Source: an optimization exercise on an open RTL-to-GDS flow (aim: small area, a short achievable clock period and few clock cycles). Production flows keep margins and buffers that such runs may drop. Only simulation tests tie the RTL to the original design; equivalence was not proved. Power and IR drop assume default switching activity.

== JK ==
## Top
module Top(CLK, SLOW_CLOCK_STRB, ARST_L, SYS_OUT, OUT_VALID, MEM_ADDR, MEM_WDATA, MEM_WE, MEM_RDATA);
==> flow/config.mk <==
export PLATFORM = sky130hd
export DESIGN_NAME = Top
export DESIGN_NICKNAME = Top
export VERILOG_FILES = /design/flow/design.v
export SDC_FILE = /design/flow/constraint.sdc
export NUM_CORES = 4
export LEC_CHECK = 0
export CAP_MARGIN = 20
export CORE_MARGIN = 2
export CORE_UTILIZATION = 40
export SLEW_MARGIN = 20
==> flow/constraint.sdc <==
create_clock -name core_clock -period 10.0 [get_ports {CLK}]
set_input_delay 2.0000 -clock core_clock [delete_from_list [all_inputs] [get_ports {CLK}]]
set_output_delay 2.0000 -clock core_clock [all_outputs]
set_load 0.01 [all_outputs]
run.sh (not shown) runs the stock make flow with config.mk's settings and CLKGATE_MAP_FILE= SYNTH_SCRIPT=/design/flow/synth_recipe.tcl, a recipe that flattens the netlist after the stock synthesis.
Testbench counts of JK, summed over its fixed seeds: cycles 62,938.
Edits applied to the flow inputs when going from JK to MS:
Settings: SETUP_SLACK_MARGIN: unset -> 5.
==> results.txt <==
- Sequential power grows slightly when moving from JK to MS.
- Via count: MS worse than JK
- MS: post-route core utilization is 6.6 points higher than what JK reported.
- MS -> JK: cell total after placement delta 0, exact match
- On post-synthesis to final-layout area growth, the lower figure sits with JK, not MS.
- Ratio of final minimum period to clock period (higher): JK
- NOTE total power after layout JK->MS increased by more than 10%
- Sort MS and JK by total of plain and repair buffers excluding clock buffers, ascending, and JK comes first.
- Net switching fraction of the power, MS and JK, higher one = JK.

========
Another version of the RTL of Top (not shown whole).
Size: ~1,300 cells after synthesis, ~140 flip-flops, ~61 I/O pins.
Design Top, start of the top module:
module Top(CLK, SLOW_CLOCK_STRB, ARST_L, SYS_OUT, OUT_VALID, MEM_ADDR, MEM_WDATA, MEM_WE, MEM_RDATA);
input CLK, SLOW_CLOCK_STRB, ARST_L;
output reg [15:0] SYS_OUT;
output reg OUT_VALID;
output [7:0] MEM_ADDR;
output [15:0] MEM_WDATA;
output MEM_WE;
input [15:0] MEM_RDATA;
wire en = SLOW_CLOCK_STRB;
reg [15:0] r0, r1, r2, r3;
reg [3:0] flags;           
reg [7:0] pcd;             
reg dv;                    
reg [15:0] ir;             
reg iv;                    
reg ldp;                   
reg [1:0] ldx;             
reg rf;                    
reg mc;                    
wire [3:0] op = ir[15:12];
wire [1:0] fx = ir[11:10];
wire [1:0] fy = ir[9:8];
wire [1:0] fd = ir[7:6];
wire [7:0] imm = ir[7:0];
wire ex = iv & ~ldp;
wire is_ldr = (op == 4'h0);
wire is_str = (op == 4'h1);
wire is_mov = (op == 4'h2) & (fx == 2'b00);
wire is_alu = (op >= 4'h4) & (op <= 4'h9);
wire is_br  = (op == 4'hE);
wire is_out = (op == 4'hF);
reg [15:0] a, b;
always @(*) begin
    case (fx)
        2'd0: a = r0;
        2'd1: a = r1;
        2'd2: a = r2;
        default: a = r3;
    endcase
    case (fy)
        2'd0: b = r0;
        2'd1: b = r1;
        2'd2: b = r2;
        default: b = r3;
    endcase
end
wire fN = flags[3], fZ = flags[2], fC = flags[1], fV = flags[0];
reg cond;
always @(*) begin
    case (ir[11:8])
        4'h0: cond = 1'b1;
        4'h1: cond = fZ;
        4'h2: cond = ~fZ;
        4'h3: cond = fC;
        4'h4: cond = ~fC;
        4'h5: cond = fN;
        4'h6: cond = ~fN;
        4'h7: cond = fV;
        4'h8: cond = ~fV;
        4'h9: cond = ~fZ & fC;
        4'hA: cond = fZ | fC;
        4'hB: cond = (fN == fV);
  ...
export LEC_CHECK = 0
export CAP_MARGIN = 20
export CORE_MARGIN = 2
export CORE_UTILIZATION = 40
export CTS_BUF_LIST = sky130_fd_sc_hd__clkbuf_8 sky130_fd_sc_hd__clkbuf_16
export SETUP_SLACK_MARGIN = 5
export SLEW_MARGIN = 20
create_clock -name core_clock -period 10.0 [get_ports {CLK}]
Testbench counts at the start, summed over its fixed seeds: cycles 60,994.
Next try:
Settings changed: CAP_MARGIN 20 to 5, CORE_UTILIZATION 40 to 55, CTS_BUF_LIST sky130_fd_sc_hd__clkbuf_8 sky130_fd_sc_hd__clkbuf_16 to sky130_fd_sc_hd__clkbuf_8, SLEW_MARGIN 20 to 5.
The changed run completed without violations.
Cell count fell by a few percent.
Synthesized cell count does not change.
Via count goes up slightly.
Wire length came out lower by a few percent.
Flip-flop and latch count stays the same.
Final area shrinks by a few percent.
Worst hold slack improved by 0.0065 ns.
Count of clock-buffer cells in the layout stays the same.
Die area goes down by a quarter to a third.
Next try:
Settings changed: CAP_MARGIN 5 to 20, CORE_UTILIZATION 55 to 40, PLACE_DENSITY from default to 0.75, SLEW_MARGIN 5 to 20.
Effect:
- The new run finished clean
- count of clock-buffer cells in the layout is unchanged
- setup slack gets better by 0.029 ns
- design area stays flat
- register-to-register slack stays flat
- clock skew increases by 0.0056 ns
- wire length decreases slightly
Next try:
Settings changed: ABC_AREA from default to 1, PLACE_DENSITY 0.75 to default.
What happened: Setup slack improves by 0.16 ns. Die area came out higher by 4.8%. Wire length is higher by 13%. Via count increases by 16%. Clock-buffer cell count does not change.

-- what the ideal ports hide --
The results above use ideal ports. As a check the final layouts listed here were re-extracted and re-timed, cells and wires unchanged. Step 1 sets driving cells, clkbuf_16 on the clock port and buf_2 on the other inputs (assumed; they add their load-dependent delay and slew). Step 2 adds t to the input delays and takes it off the output delays; t is the mean of the earliest and latest rising clock arrival at the registers after step 1. Input paths then give back, and output paths get back, about the clock's delay inside the block. a / b / c = ideal / step 1 / step 2; a / b = the first two.
| run | t, ns | setup slack, ns | worst setup path at the end |
|---|---|---|---|
| JK | 0.481 | 3.328 / 3.328 / 3.328 | register to register |
| MS | 0.486 | 4.703 / 4.703 / 4.703 | register to register |
| the first run of note 2 | 0.489 | 4.980 / 4.927 / 4.775 | input to register |
| the second run of note 2 | 0.517 | 4.941 / 4.894 / 4.797 | input to register |
| the third run of note 2 | 0.520 | 4.969 / 4.926 / 5.122 | register to register |
| the fourth run of note 2 | 0.522 | 5.131 / 5.083 / 5.033 | input to register |
After both steps every run listed still meets setup and hold. The setup slack of the first run of note 2, which loses most, moves by -0.053 ns with the drivers and by -0.205 ns with both steps.
